Source: an optimization exercise on an open RTL-to-GDS flow (aim: small area and a short achievable clock period). Production flows keep margins and buffers that such runs may drop.
The RTL was checked by simulation tests, not by an equivalence proof against the original design.
Power is estimated from default activity; no workload was simulated.

== rev 12 ==
==> flow/design.v (excerpt) <==
module singlecycle(
  input  wire        i_clk,
  input  wire        i_rst,
  input  wire [31:0] i_io_sw,
  input  wire [31:0] i_io_btn,
  output wire [31:0] o_imem_addr,
  input  wire [31:0] i_imem_data,
  output wire [31:0] o_pc_debug,
  output wire        o_insn_vld,
  output wire [31:0] o_io_ledg,
  output wire [31:0] o_io_ledr,
  output wire [31:0] o_io_lcd,
  output wire [6:0]  o_io_hex0,
  output wire [6:0]  o_io_hex1,
  output wire [6:0]  o_io_hex2,
  output wire [6:0]  o_io_hex3,
  output wire [6:0]  o_io_hex4,
  output wire [6:0]  o_io_hex5,
  output wire [6:0]  o_io_hex6,
  output wire [6:0]  o_io_hex7
);
  logic [31:0] pc, pc_dbg;
  logic        vld;
  wire  [31:0] ins = i_imem_data;
  assign o_imem_addr = pc;
  wire [6:0] op  = ins[6:0];
  wire [2:0] f3  = ins[14:12];
  wire [4:0] rs1a = ins[19:15];
  wire [4:0] rs2a = ins[24:20];
  wire [4:0] rda  = ins[11:7];
  wire is_load  = (op == 7'b0000011);
  wire is_store = (op == 7'b0100011);
  wire is_r     = (op == 7'b0110011);
  wire is_br    = (op == 7'b1100011);
  wire is_i     = (op == 7'b0010011);
  wire is_jal   = (op == 7'b1101111);
  wire is_jalr  = (op == 7'b1100111);
  wire is_lui   = (op == 7'b0110111);
  wire is_auipc = (op == 7'b0010111);
  wire insn_vld = is_load | is_store | is_r | is_br | is_i | is_jal | is_jalr | is_lui | is_auipc;
  ...
Size in the first run: ~9200 cells after synthesis, ~320 I/O pins, about 0.14 mm^2 of cells after synthesis.
Settings: LEC_CHECK=0, CAP_MARGIN=20, CORE_MARGIN=2, CORE_UTILIZATION=60, CTS_CLUSTER_DIAMETER=80, CTS_CLUSTER_SIZE=24, SETUP_SLACK_MARGIN=5, SLEW_MARGIN=20, SYNTH_HIERARCHICAL=1, SYNTH_MINIMUM_KEEP_SIZE=0; clock period 15.0 ns.
standard.sh (not shown) runs the stock make flow with config.mk's settings and CLKGATE_MAP_FILE= SYNTH_SCRIPT=/design/flow/synth_recipe.tcl, a recipe that flattens the netlist after the stock synthesis.
==> flow/flow/run.sh <==
#!/bin/bash
set -euo pipefail
LATE_MARGIN=6.5

bash standard.sh synth floorplan > flow_1_synth_floorplan.log 2>&1

# the make command of standard.sh, without its setup margin
MK=$(grep '^make ' standard.sh | sed -e 's/ "\${@:-finish}"$//' -e 's/ SETUP_SLACK_MARGIN=[^ ]*//')
eval "$MK SETUP_SLACK_MARGIN=5 'BUFFER_PORTS_ARGS=-buffer_cell sky130_fd_sc_hd__buf_2' place" > flow_2_place.log 2>&1
eval "$MK SETUP_SLACK_MARGIN=$LATE_MARGIN cts"    > flow_3_cts.log 2>&1
eval "$MK SETUP_SLACK_MARGIN=$LATE_MARGIN route"  > flow_4_route.log 2>&1
eval "$MK SETUP_SLACK_MARGIN=$LATE_MARGIN finish" > flow_5_finish.log 2>&1

# nothing left to make; standard.sh writes out/final.def
bash standard.sh finish > flow_6_write_def.log 2>&1
The inputs of rev 13 differ from those of rev 12 as listed below.
-- flow/design.v --
<<< rev 12, line 22
  ao8  u3 (.s(s[32:25]), .d(d[32:25]), .y(p[3]));
  or4x uo (.a(p), .y(y));
endmodule
module dec2 (
  input  logic [1:0] a,
  output logic [3:0] y
);
  always_comb
    for (int k = 0; k < 4; k++) y[k] = (a == k);
endmodule
module dec3e (
  input  logic [2:0] a,
  input  logic       en,
  output logic [7:0] y
);
  always_comb
    for (int k = 0; k < 8; k++) y[k] = en && (a == k);
endmodule
module add33 (
>>> rev 13, line 22
  ao8  u3 (.s(s[32:25]), .d(d[32:25]), .y(p[3]));
  or4x uo (.a(p), .y(y));
endmodule
module add33 (
<<< rev 12, line 246
  wire use_rs2 = ins[5] & ~ins[3] & ~ins[2];
  wire [31:0] imm_i_w = imm_i;
  logic [3:0] d1lo, d2lo;
  logic [7:0] d1hi, d2hi;
  dec2  u_d1lo (.a(rs1a[1:0]), .y(d1lo));
  dec3e u_d1hi (.a(rs1a[4:2]), .en(1'b1), .y(d1hi));
  dec2  u_d2lo (.a(rs2a[1:0]), .y(d2lo));
  dec3e u_d2hi (.a(rs2a[4:2]), .en(use_rs2), .y(d2hi));
  logic [31:1] s1, s2;
  always_comb
    for (int k = 1; k < 32; k++) begin
      s1[k] = rf_v[k] & d1lo[k % 4] & d1hi[k / 4];
      s2[k] = rf_v[k] & d2lo[k % 4] & d2hi[k / 4];
    end
  logic [31:0] rs1, opb;
>>> rev 13, line 231
  wire use_rs2 = ins[5] & ~ins[3] & ~ins[2];
  wire [31:0] imm_i_w = imm_i;
  logic [31:1] s1, s2;
  always_comb
    for (int k = 1; k < 32; k++) begin
      s1[k] = rf_v[k] && (rs1a == k);
      s2[k] = rf_v[k] && (rs2a == k) && use_rs2;
    end
  logic [31:0] rs1, opb;
Notes after the runs:
Fraction of the cycle the final worst path needs, rev 13 and rev 12: larger value in rev 13
On synthesized cell area, rev 13 and rev 12 are neck and neck.
Re clock network fraction of design power: rev 12 was higher than rev 13.
For the global-route usage, rev 13 came in 0.79 points lower than rev 12 did.
Rev 13 vs. rev 12: number of inverters outside the clock class in the layout rose 1.1%; sequential power ~0 delta.
Rev 13 vs. rev 12: share of total power in combinational logic moved up; residual DRC count flat; slack of the critical path went down 0.026 ns; growth of design area from synthesis to finish went down.

========
singlecycle with an RTL version that a note above also has.
Size in the first run: roughly 320 I/O pins.
// singlecycle
module singlecycle(
  input  wire        i_clk,
  input  wire        i_rst,
  input  wire [31:0] i_io_sw,
  input  wire [31:0] i_io_btn,
  output wire [31:0] o_imem_addr,
  input  wire [31:0] i_imem_data,
  output wire [31:0] o_pc_debug,
  output wire        o_insn_vld,
  output wire [31:0] o_io_ledg,
  output wire [31:0] o_io_ledr,
  output wire [31:0] o_io_lcd,
  output wire [6:0]  o_io_hex0,
  output wire [6:0]  o_io_hex1,
  output wire [6:0]  o_io_hex2,
  output wire [6:0]  o_io_hex3,
  output wire [6:0]  o_io_hex4,
  output wire [6:0]  o_io_hex5,
  output wire [6:0]  o_io_hex6,
  output wire [6:0]  o_io_hex7
);
==> flow/config.mk <==
export PLATFORM = sky130hd
export DESIGN_NAME = singlecycle
export DESIGN_NICKNAME = singlecycle
export VERILOG_FILES = /design/flow/design.v
export SDC_FILE = /design/flow/constraint.sdc
export NUM_CORES = 8
export LEC_CHECK = 0
export CAP_MARGIN = 20
export CORE_MARGIN = 2
export CORE_UTILIZATION = 60
export CTS_CLUSTER_DIAMETER = 80
export CTS_CLUSTER_SIZE = 24
export SETUP_SLACK_MARGIN = 5
export SLEW_MARGIN = 20
export SYNTH_HIERARCHICAL = 1
export SYNTH_MINIMUM_KEEP_SIZE = 0
==> flow/constraint.sdc <==
create_clock -name core_clock -period 15.0 [get_ports {i_clk}]
set_input_delay 3.0000 -clock core_clock [delete_from_list [all_inputs] [get_ports {i_clk}]]
set_output_delay 3.0000 -clock core_clock [all_outputs]
set_load 0.01 [all_outputs]
==> flow/flow/run.sh <==
#!/bin/bash
set -euo pipefail
LATE_MARGIN=6.5

bash standard.sh synth floorplan > flow_1_synth_floorplan.log 2>&1

# the make command of standard.sh, without its setup margin
MK=$(grep '^make ' standard.sh | sed -e 's/ "\${@:-finish}"$//' -e 's/ SETUP_SLACK_MARGIN=[^ ]*//')
eval "$MK SETUP_SLACK_MARGIN=5 'BUFFER_PORTS_ARGS=-buffer_cell sky130_fd_sc_hd__buf_2' place" > flow_2_place.log 2>&1
eval "$MK SETUP_SLACK_MARGIN=$LATE_MARGIN SKIP_GATE_CLONING=1 cts"    > flow_3_cts.log 2>&1
eval "$MK SETUP_SLACK_MARGIN=$LATE_MARGIN SKIP_GATE_CLONING=1 route"  > flow_4_route.log 2>&1
eval "$MK SETUP_SLACK_MARGIN=$LATE_MARGIN SKIP_GATE_CLONING=1 finish" > flow_5_finish.log 2>&1

# nothing left to make; standard.sh writes out/final.def
bash standard.sh finish > flow_6_write_def.log 2>&1
==> next run, changes <==
--- a/flow/design.v
+++ b/flow/design.v
@@ -3,15 +3,15 @@
   input  logic [31:1] d,
   output logic        y
 );
   logic [3:0] p;
   ao8  u0 (.s(s[8:1]),   .d(d[8:1]),   .y(p[0]));
   ao8  u1 (.s(s[16:9]),  .d(d[16:9]),  .y(p[1]));
   ao8  u2 (.s(s[24:17]), .d(d[24:17]), .y(p[2]));
-  ao7  u3 (.s(s[31:25]), .d(d[31:25]), .y(p[3]));
+  ao8  u3 (.s({1'b0, s[31:25]}), .d({1'b0, d[31:25]}), .y(p[3]));
   or4x uo (.a(p), .y(y));
 endmodule
 module rf_rd_bit2 (
   input  logic [32:1] s,
   input  logic [32:1] d,
   output logic        y
 );
@@ -90,21 +90,14 @@
 module ao8 (
   input  logic [7:0] s,
   input  logic [7:0] d,
   output logic       y
 );
   assign y = |(s & d);
 endmodule
-module ao7 (
-  input  logic [6:0] s,
-  input  logic [6:0] d,
-  output logic       y
-);
-  assign y = |(s & d);
-endmodule
 module g_nor2 (
   input  logic a, b,
   output logic y
 );
   assign y = ~(a | b);
 endmodule
 module g_nand2 (
@@ -145,21 +138,14 @@
   input  logic       a,
   input  logic       e,
   input  logic       f,
   output logic       y
 );
   assign y = (|(s & d)) | a | e | f;
 endmodule
-module wb_ao (
-  input  logic [8:0] s,
-  input  logic [8:0] d,
-  output logic       y
-);
-  assign y = |(s & d);
-endmodule
 module and4x (
   input  logic [3:0] a,
   input  logic       en,
   output logic [3:0] y
 );
   assign y = a & {4{en}};
 endmodule
@@ -418,64 +404,74 @@
   logic [3:0] sg [4];     
   always_comb
     for (int r = 0; r < 4; r++)
       for (int s2 = 0; s2 < 4; s2++) begin
         tk[r][s2] = (s2 >= r) && lane_ok[r] && (s2 - r == off);
         sg[r][s2] = ((r >= 1) && ld_b && (off == s2)) || ((r >= 2) && ld_h && (off + 1 == s2));
       end
-  wire [31:0] segw = ({32{in_seg0}} & seg[31:0]) | ({32{in_seg1}} & seg[63:32]);
-  logic [31:0] ld_io;
-  always_comb begin
+  function automatic logic [31:0] seg_align(input logic [31:0] w, input logic [15:0] tkv,
+                                            input logic [15:0] sgv);
     for (int r = 0; r < 4; r++) begin
       logic [7:0] byt;
       logic       sb7;
       byt = '0;
       sb7 = 1'b0;
       for (int s2 = 0; s2 < 4; s2++) begin
-        byt = byt | ({8{tk[r][s2]}} & segw[8*s2 +: 8]);
-        sb7 = sb7 | (sg[r][s2] & segw[8*s2 + 7]);
+        byt = byt | ({8{tkv[4*r + s2]}} & w[8*s2 +: 8]);
+        sb7 = sb7 | (sgv[4*r + s2] & w[8*s2 + 7]);
       end
-      ld_io[8*r +: 8] = byt | {8{sb7}};
+      seg_align[8*r +: 8] = byt | {8{sb7}};
     end
-    ld_io = ld_io | ({32{is_load & in_ledr}} & {15'b0, ledr})
-                  | ({32{is_load & in_ledg}} & {24'b0, ledg})
-                  | ({32{is_load & in_lcd}}  & lcd)
-                  | ({32{is_load & in_sw}}   & {14'b0, i_io_sw[17:0]})
-                  | ({32{is_load & in_btn}}  & {22'b0, i_io_btn[9:0]});
-  end
+  endfunction
+  wire [15:0] tkp = {tk[3], tk[2], tk[1], tk[0]};
+  wire [15:0] sgp = {sg[3], sg[2], sg[1], sg[0]};
+  wire [31:0] seg0_v = seg_align(seg[31:0], tkp, sgp);
+  wire [31:0] seg1_v = seg_align(seg[63:32], tkp, sgp);
+  wire [7:0] io_sel = {is_auipc, {in_btn, in_sw, in_lcd, in_seg1, in_seg0, in_ledg, in_ledr} & {7{is_load}}};
+  logic [31:0] ld_io;
+  generate
+    for (b = 0; b < 32; b++) begin : g_ldio
+      wire [31:0] ledr_w = {15'b0, ledr};
+      wire [31:0] ledg_w = {24'b0, ledg};
+      wire [31:0] sw_w   = {14'b0, i_io_sw[17:0]};
+      wire [31:0] btn_w  = {22'b0, i_io_btn[9:0]};
+      ao8 u (.s(io_sel),
+             .d({pct[b], btn_w[b], sw_w[b], lcd[b], seg1_v[b], seg0_v[b], ledg_w[b], ledr_w[b]}),
+             .y(ld_io[b]));
+    end
+  endgenerate
   logic [3:0] tkm [4];
   logic [3:0] sgm;        
   always_comb
     for (int r = 0; r < 4; r++) begin
       tkm[r] = tk[r] & {4{in_mem}};
       sgm[r] = 1'b0;
       for (int s2 = 0; s2 < 4; s2++)
         sgm[r] = sgm[r] | (sg[r][s2] & in_mem & mem_rd[8*s2 + 7]);
     end
   wire [31:0] pc4 = pc + 32'd4;
   wire alu_op = is_r | is_i;
-  logic [8:0] wsl;
+  logic [7:0] wsl;
   always_comb begin
     wsl[0] = alu_op && f3 == 3'b000;       
     wsl[1] = alu_op && f3 == 3'b001;       
     wsl[2] = alu_op && f3 == 3'b100;       
     wsl[3] = alu_op && f3 == 3'b101;       
     wsl[4] = alu_op && f3 == 3'b110;       
     wsl[5] = alu_op && f3 == 3'b111;       
     wsl[6] = is_jal | is_jalr;             
     wsl[7] = is_lui;
-    wsl[8] = is_auipc;
   end
   wire slt_wb = alu_op && f3[2:1] == 2'b01 && less;
   logic [31:0] wb_e;
   generate
     for (b = 0; b < 32; b++) begin : g_wbe
-      wb_ao u (
+      ao8 u (
         .s(wsl),
-        .d({pct[b], imm_u[b], pc4[b], rs1[b] & opb[b], rs1[b] | opb[b], shr_w[b],
+        .d({imm_u[b], pc4[b], rs1[b] & opb[b], rs1[b] | opb[b], shr_w[b],
             rs1[b] ^ opb[b], shl[b], madd[b]}),
         .y(wb_e[b]));
     end
   endgenerate
   generate
     for (b = 0; b < 32; b++) begin : g_wb
       logic [3:0] dsrc;
Final cell count grows by a few percent. Utilization rose by 1.2 points. Area after synthesis rose slightly. Global-route usage goes up by 0.47 points. Worst hold slack improves by 9.2 ps. Cell area grows by a few percent. Worst setup slack improves by 14 ps. Count of clock-buffer cells in the layout rose by 21. Total power came out higher by a few percent.

==> what the ideal ports hide <==
How much do the figures lean on ideal ports? The routed layouts below were timed once more, with nothing changed but the port constraints. Step 1, drivers: a clkbuf_16 drives i_clk and a buf_2 each remaining input, both assumed. Step 2 also shifts input and output timing later by t, the mid clock arrival at the registers, as if the neighbouring blocks saw the same clock. Three values: no drivers, after step 1, after step 2; two values: the first two.
run | t (ns) | slack for setup (ns) | latest minus earliest clock arrival (ns) | worst slew at a driven data input, ns | cell pins on the clock port's net
rev 12 | 0.968 | 6.230 / 6.271 / 5.302 | 0.061 / 0.061 | 0.13 | 1
rev 13 | 0.973 | 6.204 / 6.244 / 5.272 | 0.080 / 0.079 | 0.14 | 1
the first run of note 2 | 0.996 | 6.210 / 6.263 / 5.268 | 0.077 / 0.077 | 0.13 | 1
the second run of note 2 | 0.966 | 6.225 / 6.282 / 5.316 | 0.080 / 0.080 | 0.13 | 1
After both steps every run listed still meets setup and hold. The setup slack of the first run of note 2, which loses most, moves by +0.053 ns with the drivers and by -0.942 ns with both steps.
